From an optimization exercise on the open Yosys and OpenROAD flow, aimed at small area; shortcuts taken in it are not production practice. For this run, only the layout was checked, not whether the RTL still works. Power figures rest on the tool's default switching activity, not on a simulated workload.

$ cat flow/design.v
`timescale 1ns / 1ps
module main_ctrl(clk, rst, config_load, config_done, ifmap_ready, wght_ready, op_go, op_done, bias_write,
                 psum_split_condense, maxpooling, tile_order_first, tile_order_last,
                 ifmapR, ifmapC, ofmapR, ofmapC, kernelR, kernelC, inchannel, outchannel,
                 load_wght, data_ready, sum_in_bias, tile_done, current_state,
                 ofmap_en, ofmap_addrin,
                 ifmap_en_b, wght_en_b, ofmap_en_a, ofmap_en_b, bias_en_a, bias_en_b,
                 bias_addr_b, ifmap_addr_b, wght_addr_b, ofmap_addr_a, ofmap_addr_b,
                 ifmap_wen_b, wght_wen_b, ofmap_wen_a, ofmap_wen_b, bias_wen_a, bias_wen_b);
input clk,rst, config_load, config_done, ifmap_ready, wght_ready, op_go, op_done, bias_write;
input psum_split_condense,maxpooling,tile_order_first,tile_order_last;
input [5:0] ifmapR,ifmapC,ofmapR,ofmapC;
input [2:0] kernelR,kernelC;
input [9:0] inchannel;
input [4:0] outchannel;
output load_wght,data_ready,sum_in_bias,tile_done;
output [3:0] current_state;
input ofmap_en;
input [9:0] ofmap_addrin;
output ifmap_en_b,wght_en_b,ofmap_en_a,ofmap_en_b,bias_en_a,bias_en_b;
output bias_addr_b;
output [9:0] ifmap_addr_b;
output [9:0] wght_addr_b;
output [9:0] ofmap_addr_a,ofmap_addr_b;
output [7:0] ifmap_wen_b,wght_wen_b,bias_wen_a,bias_wen_b;
output [15:0] ofmap_wen_a,ofmap_wen_b;
reg [3:0] current_state;
reg [3:0] next_state;
wire s_idle = ~current_state[3] & (current_state[2:0]==3'd0);
wire s_ltc  = ~current_state[3] & (current_state[2:0]==3'd1);
wire s_ldb  = ~current_state[3] & (current_state[2:0]==3'd2);
wire s_ld   = ~current_state[3] & (current_state[2:0]==3'd3);
wire s_pe   = ~current_state[3] & (current_state[2:0]==3'd4);
wire s_sc   = ~current_state[3] & (current_state[2:0]==3'd5);
wire s_mac  = ~current_state[3] & (current_state[2:0]==3'd6);
wire s_off  = ~current_state[3] & (current_state[2:0]==3'd7);
wire s_rg   =  current_state[3] & ~current_state[0];
wire s_pool =  current_state[3] &  current_state[0];
reg data_ready, tile_done, poolwrite;
reg ifmap_loaded, wght_loaded, bias_loaded;
reg [4:0] cnt;           
reg [4:0] dc;            
reg wen1, dn1;
reg [2:0] Kr, Kc;
reg [9:0] Ps;
reg [1:0] Och;
reg [5:0] Orx, Ocx;
reg [9:0] XP;            
reg [6:0] lin;           
reg [9:0] R1, R1o;
reg [9:0] D0,D1,D2,D3,D4,D5,D6,D7,D8,D9,D10,D11,D12,D13,D14,D15,D16;
wire [6:0] nps = psum_split_condense ? {4'd0,kernelC} : (inchannel[9:3] + (|inchannel[2:0]));
wire [1:0] ocs = outchannel[4:3] + (|outchannel[2:0]);
wire [9:0] Ps1 = Ps + 1'b1;
wire [2:0] Kr1 = Kr + 1'b1;
wire [2:0] Kc1 = Kc + 1'b1;
wire [1:0] Och1 = Och + 1'b1;
wire [5:0] Or1 = Orx + 1'b1;
wire [5:0] Oc1 = Ocx + 1'b1;
wire eP  = (Ps1 == {3'd0,nps});
wire eKr = (Kr1 == kernelR);
wire eKc = (Kc1 == kernelC);
wire eO  = (Och1 == ocs);
wire eOr = (Or1 == ofmapR);
wire eOc = (Oc1 == ofmapC);
wire check_done = (dc[1:0] == 2'd3);
wire pf = s_pool & dc[0];       
wire wght_shift_done = (cnt == 5'd8);
wire slice_done = (dc == 5'd18);
wire ofmap_write = (cnt == 5'd27);
always @(posedge clk or posedge rst)
    if (rst) current_state <= 4'd0;
    else current_state <= next_state;
always @* begin
    next_state = current_state;
    case (current_state)
        4'd0: if (config_load) next_state = 4'd1;
        4'd1: if (config_done) next_state = (maxpooling || !tile_order_first) ? 4'd3 : 4'd2;
        4'd2: if (!bias_write) next_state = 4'd3;
        4'd3: if (data_ready) next_state = 4'd8;
        4'd8: if (op_go) next_state = 4'd5;
        4'd5: begin
            if (tile_done) next_state = tile_order_last ? 4'd7 : 4'd0;
            else if (maxpooling) next_state = 4'd9;
            else if (check_done) next_state = 4'd4;
        end
        4'd4: if (wght_shift_done) next_state = 4'd6;
        4'd6: if (slice_done) next_state = 4'd5;
        4'd7: if (op_done) next_state = 4'd0;
        4'd9: if (tile_done) next_state = 4'd7;
        default: next_state = 4'd0;
    endcase
end
reg [2:0] Kr_n, Kc_n;
reg [9:0] Ps_n;
reg [1:0] Och_n;
reg [5:0] Or_n, Oc_n;
reg ps_inc, och_inc, td_set;
reg [3:0] lcorr;
wire [3:0] kri4 = kernelR * nps[3:0];
wire eKr_c = psum_split_condense | eKr;
wire eKc_c = psum_split_condense | eKc;
always @* begin
    Kr_n = Kr; Kc_n = Kc; Ps_n = Ps; Och_n = Och; Or_n = 6'd0; Oc_n = 6'd0;
    ps_inc = 1'b0; och_inc = 1'b0; td_set = 1'b0; lcorr = 4'd0;
    if (s_idle | s_ltc | s_ldb | s_ld) begin
        Kr_n = 3'd0; Kc_n = 3'd0; Ps_n = 10'd0; Och_n = 2'd0;
    end
    if (s_rg) begin
        Kr_n = 3'd0; Kc_n = 3'd0; Ps_n = 10'h3ff; Och_n = 2'd0;
    end
    if (s_off) Och_n = 2'd0;
    if (s_sc && dc[1:0] == 2'd0) begin
        if (!eP) begin
            Ps_n = Ps1; ps_inc = 1'b1;
        end else begin
            Ps_n = 10'd0;
            if (!eKr_c) Kr_n = Kr1;
            else begin
                Kr_n = 3'd0;
                if (!eKc_c) begin
                    Kc_n = Kc1;
                    if (!psum_split_condense && kernelR == 3'd0) lcorr = nps[3:0];
                end else begin
                    Kc_n = 3'd0;
                    if (!psum_split_condense)
                        lcorr = (kernelR == 3'd0) ? nps[3:0] : ((kernelC == 3'd0) ? kri4 : 4'd0);
                    if (!eO) begin Och_n = Och1; och_inc = 1'b1; end
                    else begin Och_n = 2'd0; td_set = 1'b1; end
                end
            end
        end
    end
    if (s_mac) begin
        Or_n = Orx; Oc_n = Ocx;
        if (slice_done) begin
            Or_n = 6'd0; Oc_n = 6'd0;
        end else if (!(eOr && eOc)) begin
            if (eOr) begin Or_n = 6'd0; Oc_n = Oc1; end
            else Or_n = Or1;
        end
    end
    if (s_pool) begin
        Or_n = Orx; Oc_n = Ocx; Och_n = 2'd0;
        if (pf & ~tile_done) ;
        else if (!eKr) Kr_n = Kr1;
        else begin
            Kr_n = 3'd0;
            if (!eKc) Kc_n = Kc1;
            else begin
                Kc_n = 3'd0;
                if (!eP) begin Ps_n = Ps1; ps_inc = 1'b1; end
                else begin
                    Ps_n = 10'd0;
                    if (!eOr) Or_n = Or1;
                    else begin
                        Or_n = 6'd0;
                        if (!eOc) Oc_n = Oc1;
                        else begin
                            Kr_n = Kr; Kc_n = Kc; Ps_n = Ps; Or_n = Orx; Oc_n = Ocx;
                            ps_inc = 1'b0;
                        end
                    end
                end
            end
        end
    end
end
wire cur_nz = (s_pool & ~dc[0]) ? ((|Kc_n) | (|Kr_n) | (|Ps_n)) : ((|Kc) | (|Kr) | (|Ps));
assign sum_in_bias = tile_order_first & ~cur_nz;
wire [5:0] xstride = (psum_split_condense & ~maxpooling) ? 6'd1 : ifmapC;
always @(posedge clk) begin
    Kr <= Kr_n; Kc <= Kc_n; Ps <= Ps_n; Och <= Och_n; Orx <= Or_n; Ocx <= Oc_n;
    XP <= (Ps_n == 10'd0) ? 10'd0 : (ps_inc ? XP + xstride : XP);
    if (s_rg) lin <= 7'h7f;
    else if (s_sc && dc[1:0] == 2'd0) lin <= lin + 1'b1 - {lcorr, 3'd0};
end
always @(posedge clk or posedge rst)
    if (rst) tile_done <= 1'b0;
    else if (s_idle) tile_done <= tile_order_last ? 1'b0 : tile_done;
    else if (s_sc) tile_done <= tile_done | td_set;
    else if (s_off) tile_done <= 1'b1;
    else if (s_pool) tile_done <= dn1;
    else tile_done <= 1'b0;
always @(posedge clk) begin
    ifmap_loaded <= (s_ldb | s_ld) & (ifmap_loaded | ifmap_ready);
    wght_loaded <= (s_ldb | s_ld) & (wght_loaded | wght_ready);
    bias_loaded <= (s_ldb & (bias_loaded | ~bias_write)) |
                   (s_ld & (bias_loaded | ~bias_write | ~tile_order_first));
    data_ready <= s_rg | (s_ld & (data_ready | (maxpooling ? ifmap_loaded : (bias_loaded & ifmap_loaded & wght_loaded))));
    cnt <= (s_pe | s_mac) ? ((cnt == 5'd27) ? cnt : cnt + 1'b1) : 5'd0;
    dc <= (s_sc | (s_mac & eOr & eOc & ~slice_done)) ? dc + 1'b1 : 5'd0;
    wen1 <= s_pool & ~pf & eKr & eKc;
    dn1 <= s_pool & ~pf & eKr & eKc & eP & eOr & eOc;
    poolwrite <= s_sc | (s_pool & wen1);
end
wire [2:0] Kcm = pf ? 3'd0 : Kc;
wire [2:0] Krm = pf ? 3'd0 : Kr;
wire [9:0] Xi = XP + Kcm + (maxpooling ? {Ocx[3:0],1'b0} : Ocx);
wire [6:0] Yi = Krm + (maxpooling ? {Orx[3:0],1'b0} : Orx);
wire [1:0] Q = maxpooling ? (s_pool ? Ps[1:0] : 2'd0) : Och;
wire [7:0] Uo = (Q[0] ? {2'd0,ofmapC} : 8'd0) + (Q[1] ? {1'b0,ofmapC,1'b0} : 8'd0) + Ocx;
always @(posedge clk) begin
    R1 <= Xi * ifmapR + Yi;
    R1o <= Uo * ofmapR + Orx;
end
assign ifmap_addr_b = R1;
assign ofmap_addr_a = ofmap_en ? ofmap_addrin : R1o;
assign wght_addr_b = {lin, cnt[2:0]};
assign bias_addr_b = Och[0];
always @(posedge clk) begin
    D0 <= ofmap_addr_a; D1 <= D0; D2 <= D1; D3 <= D2; D4 <= D3; D5 <= D4; D6 <= D5; D7 <= D6;
    D8 <= D7; D9 <= D8; D10 <= D9; D11 <= D10; D12 <= D11; D13 <= D12; D14 <= D13; D15 <= D14; D16 <= D15;
end
assign ofmap_addr_b = maxpooling ? D0 : D16;
assign load_wght = s_pe;
assign wght_en_b = s_pe;
assign ifmap_en_b = s_mac | s_pool;
assign ofmap_en_b = s_mac | s_pool;
assign bias_en_a = s_ldb;
assign bias_wen_a = {8{s_ldb}};
assign bias_en_b = s_mac & sum_in_bias;
assign ofmap_en_a = (s_mac & ~sum_in_bias) | (s_off & ofmap_en);
assign ofmap_wen_b = {16{(s_mac & ofmap_write) | (s_pool & poolwrite)}};
assign ifmap_wen_b = 8'd0;
assign wght_wen_b = 8'd0;
assign bias_wen_b = 8'd0;
assign ofmap_wen_a = 16'd0;
endmodule
$ cat flow/flow/run.sh
#!/bin/bash
# Standard ORFS layout (the standard.sh, standard synthesis) with three changes:
#  - port buffers use the smallest buffer cell (buf_1),
#  - clock tree synthesis inserts no dummy loads and builds the tree from clkbuf_4,
#  - constant outputs share one tie cell instead of one tie cell each.
set -euo pipefail
bash standard.sh \
  BUFFER_PORTS_ARGS="-buffer_cell sky130_fd_sc_hd__buf_1" \
  CTS_ARGS="-sink_clustering_enable -repair_clock_nets -dont_use_dummy_load -buf_list {sky130_fd_sc_hd__clkbuf_4} -sink_clustering_size 10 -sink_clustering_max_diameter 40" \
  SKIP_REPAIR_TIE_FANOUT=1 \
  finish > standard.log 2>&1
$ cat flow/standard.sh
#!/bin/bash
# synth_recipe.tcl (not shown) runs the flow's synth.tcl, then flattens the netlist and writes it again
# the make line also repeats each setting of config.mk as NAME=value (left out here)
make -C /OpenROAD-flow-scripts/flow DESIGN_CONFIG=/design/flow/config.mk WORK_HOME=/design/flow/orfs CLKGATE_MAP_FILE= SYNTH_SCRIPT=/design/flow/synth_recipe.tcl "${@:-finish}"
$ cat flow/config.mk
export PLATFORM = sky130hd
export DESIGN_NAME = main_ctrl
export DESIGN_NICKNAME = main_ctrl
export VERILOG_FILES = /design/flow/design.v
export SDC_FILE = /design/flow/constraint.sdc
export NUM_CORES = 4
export LEC_CHECK = 0
export CAP_MARGIN = 20
export CORE_MARGIN = 2
export CORE_UTILIZATION = 65
export SLEW_MARGIN = 20
$ cat flow/constraint.sdc
create_clock -name core_clock -period 8.0 [get_ports {clk}]
set_input_delay 1.6000 -clock core_clock [delete_from_list [all_inputs] [get_ports {clk}]]
set_output_delay 1.6000 -clock core_clock [all_outputs]
set_load 0.01 [all_outputs]
==> metrics.log <==
[metrics] worst-case setup slack after placement: around 0.22 ns
[metrics] CTS tree: built
[metrics] via count of the first global-routing pass: 8839
[metrics] count of hold buffers inserted by post-cts repair: 0
[metrics] height of the die: 150 um
[metrics] count of H-tree levels built during CTS: 2
[metrics] largest cells by area after synthesis: sky130_fd_sc_hd__dfxtp_1 35%, sky130_fd_sc_hd__fa_1 9.1%, sky130_fd_sc_hd__ha_1 8.4%
[metrics] DRC marker count from the first detailed-route iteration: 574
[metrics] PnR worst setup slack: 0.815 ns
[metrics] yosys warns: 1
[metrics] depth of the worst register-to-register path: 31
[metrics] Total GRT Usage: 24.1%
[metrics] Crit path arrival time: 5.59 ns
[metrics] leakage power: 6.23 nW
[metrics] count of final hold-check violations: 0
[metrics] peak ir drop on the vdd network: 404 uV
[metrics] part of the cycle the worst path needs: between 80% and 90%
[metrics] number of nets at the end of the flow: 1689
[metrics] number of top-level design ports: 188
[metrics] power density over the cells: 349 nW/um^2
[metrics] Slowest-stage cell, CP: sky130_fd_sc_hd__or3_1
[metrics] start of the worst register-to-register path: current_state[0]
[metrics] detailed-router iteration count before antenna repair: 5
[metrics] non-filler cells in the finished layout: roughly 1700
[metrics] final max-slew violation count: 0
[metrics] sequential share of power: 38.0%
[metrics] kind of end point of the critical path: primary output
[metrics] total detailed-routing wirelength: 26600 um
[metrics] die width: 150 um
[metrics] multi-input logic area: 7290 um^2
[metrics] count of standard-cell rows: 53
[metrics] fin crit period: a little over 7 ns
[metrics] sequential area share after synthesis: about two fifths
[metrics] final routed wire length divided by cell count: 15.3 um
[metrics] share of the synthesized area in the top cell type: 35.1%
[metrics] vias: 9354
[metrics] worst-case register-to-register setup slack: 1.18 ns
[metrics] total of cells resized after clock tree synthesis: 0
[metrics] relative contribution of the clock network to total power: between 10% and 20%
[metrics] maximum root-to-sink buffer count: 3
[metrics] antenna viol nets, final: 0
[metrics] most numerous cell in the Yosys netlist: sky130_fd_sc_hd__dfxtp_1
[metrics] number of unique standard cell types used by synthesis: 84
[metrics] destination of the critical timing path: bias_en_b
[metrics] Slew @ Worst Pin: 1.12 ns
[metrics] total CTS buffers: 38
[metrics] post-DP HPWL: slightly above 20000 um
[metrics] number of enable-type register cells in the synthesized netlist: 12
[metrics] Hold Crit Class: reg2reg
[metrics] type of origin of the critical path: input port
[metrics] routability-driven placement congestion ratio: 0.873
[metrics] unrepaired setup endpoints after global routing: no
[metrics] post-synthesis register bit count: 259
[metrics] dpl cells: approximately 1700
[metrics] initial antenna violation count: 2
[metrics] Via density: 5.38
[metrics] synthesis-to-finish area growth: 4.28%
[metrics] worst relative slew slack: 25.0%
[metrics] leading post-synthesis cells by instance count: 242 x sky130_fd_sc_hd__dfxtp_1, 130 x sky130_fd_sc_hd__inv_1, 93 x sky130_fd_sc_hd__ha_1, 89 x sky130_fd_sc_hd__nand2_1, 83 x sky130_fd_sc_hd__nor2_1
[metrics] cells along the critical path: buf_1 -> or3_1 -> ha_1 -> ha_1 -> mux2i_1 -> xnor2_1 -> nor3b_2 -> o2111ai_4 -> or3_1 -> o221ai_1 -> a21oi_1 -> nor4_1 -> nand4_1 -> a211oi_2 -> buf_1
[metrics] Mapped Area: approximately 14000 um^2
[metrics] net switching share of the total power: 40.9%
[metrics] clock insertion delay at the later pin of the skew report: about 0.65 ns
[metrics] number of clock sinks seen by CTS: roughly 260
[metrics] first-pass GRT wire length: between 40000 and 50000 um
[metrics] internal power: 2.97 mW
[metrics] Max stage delay on crit path: between 0.6 and 0.7 ns
[metrics] number of remaining DRC errors: 0
[metrics] highest achievable clock rate: 0.139 GHz
[metrics] number of filler cells placed in the layout: 1716
[metrics] Setup crit start: inchannel[1]
[metrics] maximum fanout encountered on the critical timing path: 8
[metrics] Avg Synthesized Cell Area: 10.0 um^2
[metrics] most used flip-flop cell after synthesis: sky130_fd_sc_hd__dfxtp_1
[metrics] combinational group share of total power: 49.8%
[metrics] Final TNS setup: 0 ns
[metrics] Setup Viol. Count Final: 0
[metrics] final setup skew: 0.120 ns
[metrics] number of buffers added on ports: 147
[metrics] sequential cell area: 5330 um^2
[metrics] nets in the synthesized netlist: around 1600
[metrics] Post-CTS Setup Repair Bufs: 0
[metrics] effective utilization at floorplan: around 66%
[metrics] switching power of the nets: between 2 and 2.5 mW
[metrics] data required time of the worst path: ~6.4 ns
[metrics] area of the placeable core: 20900 um^2
[metrics] fraction of registers with async set/reset: under 10%
[metrics] total of max-cap violations: 0
[metrics] result of the run: timing/DRC/antenna clean
[metrics] worst setup path category: in2out
[metrics] number of cells produced by synthesis: 1372
[metrics] leftover overflow at the end of global routing: 0
[metrics] Synth area leader: sky130_fd_sc_hd__dfxtp_1
[metrics] reg-to-reg critical path endpoint: R1[9]
[metrics] largest net degree at the start of global routing: 41
[metrics] fraction of final layout cells sized beyond drive strength 1: 7.25%
[metrics] CTS root buf: sky130_fd_sc_hd__clkbuf_4
[metrics] floorplan die area: between 20000 and 25000 um^2
[metrics] clock edge transition at the registers on the reported setup and hold paths: 0.07 ns
==> power groups by stage <==
stage | Combinational (mW) | Sequential [mW] | Clock, mW
finish | 2.50 | 1.90 | 0.614
global route | 2.87 | 1.95 | 0.697
CTS | 2.53 | 1.91 | 0.643
detailed placement | 2.51 | 1.93 | 0
global placement | 2.44 | 1.93 | 0
floorplan | 2.06 | 1.85 | 0
==> worst max-delay path: cells and delay by family <==
kind	cells	cell delay, ns
AOI/OAI and AO/OA	4	0.94
xor gates and xnor gates	1	0.13
adders and majority gates	2	0.50
buffers and inverters	2	0.24
muxes	1	0.33
and+or+nand+nor	5	1.85
==> layout make-up <==
cell class / count / share of cell area (%)
Clock buffer: 38 / 1.98
Timing Repair Buffer: 158 / 4.42
Tap cell: 275 / 2.39
Antenna cell: 2 / 0.0348
Inverter: 130 / 3.39
Multi-Input combinational cell: 877 / 50.7
Sequential cell: 259 / 37.1
==> cell families after synthesis <==
family / share of synthesized area [%]
adders and majority gates: 17.7
muxes: 2.80
and+or+nand+nor: 14.9
buffers and inverters: 8.47
DFF: 38.7
other: 0.0272
xor gates and xnor gates: 7.23
AOI/OAI and AO/OA: 10.2
==> how the worst min path moves through the flow <==
stage / from / to / slack, ns / cells after the start
final: D8[3] / D9[3] / 0.30 / 0
after global routing: D1[7] / D2[7] / 0.31 / 0
after CTS: D8[3] / D9[3] / 0.30 / 0
after detailed placement: D12[3] / D13[3] / 0.31 / 0
after global placement: D15[3] / D16[3] / 0.31 / 0
after floorplan: D9[0] / D10[0] / 0.31 / 0
==> stage by stage <==
stage                     power, mW  utilization, %  area, um^2  hold WS, ns
final                          5.02            68.8       14400        0.302
after global routing           5.51            68.8       14400        0.307
after CTS                      5.09            68.8       14400        0.300
after detailed placement       4.44            67.4       14100        0.312
after global placement         4.37            67.4       14100        0.310
after floorplan                3.90               -       13800        0.310
==> per-layer routing <==
metal / GRT usage [%] / part of all wire, % / vias to the layer above
li1: - / - / 4659
met1: 33.8 / 46 / 4369
met2: 37.9 / 46 / 279
met3: 4.21 / 5.8 / 47
met4: 8.14 / 2.6 / 0
met5: 0 / 0 / -
==> cells in the final DEF (no fill, tap or decap), types with 4 or more instances in the layout <==
cell type,Yosys,layout
sky130_fd_sc_hd__nand2b_1,19,19
sky130_fd_sc_hd__nor3_1,10,10
sky130_fd_sc_hd__nand2_1,89,89
sky130_fd_sc_hd__nor4_4,4,4
sky130_fd_sc_hd__ha_1,93,93
sky130_fd_sc_hd__edfxtp_1,12,12
sky130_fd_sc_hd__a22o_1,5,5
sky130_fd_sc_hd__xor2_1,23,23
sky130_fd_sc_hd__o21ai_0,37,37
sky130_fd_sc_hd__clkbuf_4,0,38
sky130_fd_sc_hd__xnor2_1,75,75
sky130_fd_sc_hd__fa_1,63,63
sky130_fd_sc_hd__a31oi_1,11,11
sky130_fd_sc_hd__a211oi_1,6,6
sky130_fd_sc_hd__nor4_1,6,6
sky130_fd_sc_hd__nor2_1,83,83
sky130_fd_sc_hd__a21oi_1,59,59
sky130_fd_sc_hd__inv_1,130,130
sky130_fd_sc_hd__buf_4,71,11
sky130_fd_sc_hd__or3_1,8,8
sky130_fd_sc_hd__mux2i_1,7,7
sky130_fd_sc_hd__nor2b_1,38,38
sky130_fd_sc_hd__dfrtp_1,5,5
sky130_fd_sc_hd__buf_1,2,146
sky130_fd_sc_hd__o31ai_1,6,6
sky130_fd_sc_hd__a21o_1,16,16
sky130_fd_sc_hd__o211ai_1,10,10
sky130_fd_sc_hd__or2_2,4,4
sky130_fd_sc_hd__and4_1,4,4
sky130_fd_sc_hd__nand3_1,24,24
sky130_fd_sc_hd__and2_1,56,56
sky130_fd_sc_hd__mux2_2,27,27
sky130_fd_sc_hd__and3_1,9,9
sky130_fd_sc_hd__o21bai_1,14,14
sky130_fd_sc_hd__nand4_1,5,5
sky130_fd_sc_hd__dfxtp_1,242,242
sky130_fd_sc_hd__xnor3_1,4,4

-- separate check: timing with driven ports --
Ports are ideal in the flow. The routed layout listed here was re-timed in OpenROAD. Step 1: set_driving_cell puts a clkbuf_16 on clk and a buf_2 on each other input, an assumption about the parent block. Step 2 also shifts input and output timing later by t, the mid clock arrival at the registers, as if the neighbouring blocks saw the same clock. a / b / c = no drivers / after step 1 / after step 2; a / b = the first two.
t (ns): 0.633
slack for setup (ns): 0.815 / 0.794 / 0.165
worst setup path after step 2: input to register
worst data-port slew with drivers (ns): 0.08
After both steps setup and hold are still met in this run. The setup slack of this run moves by -0.021 ns with the drivers and by -0.650 ns with both steps.
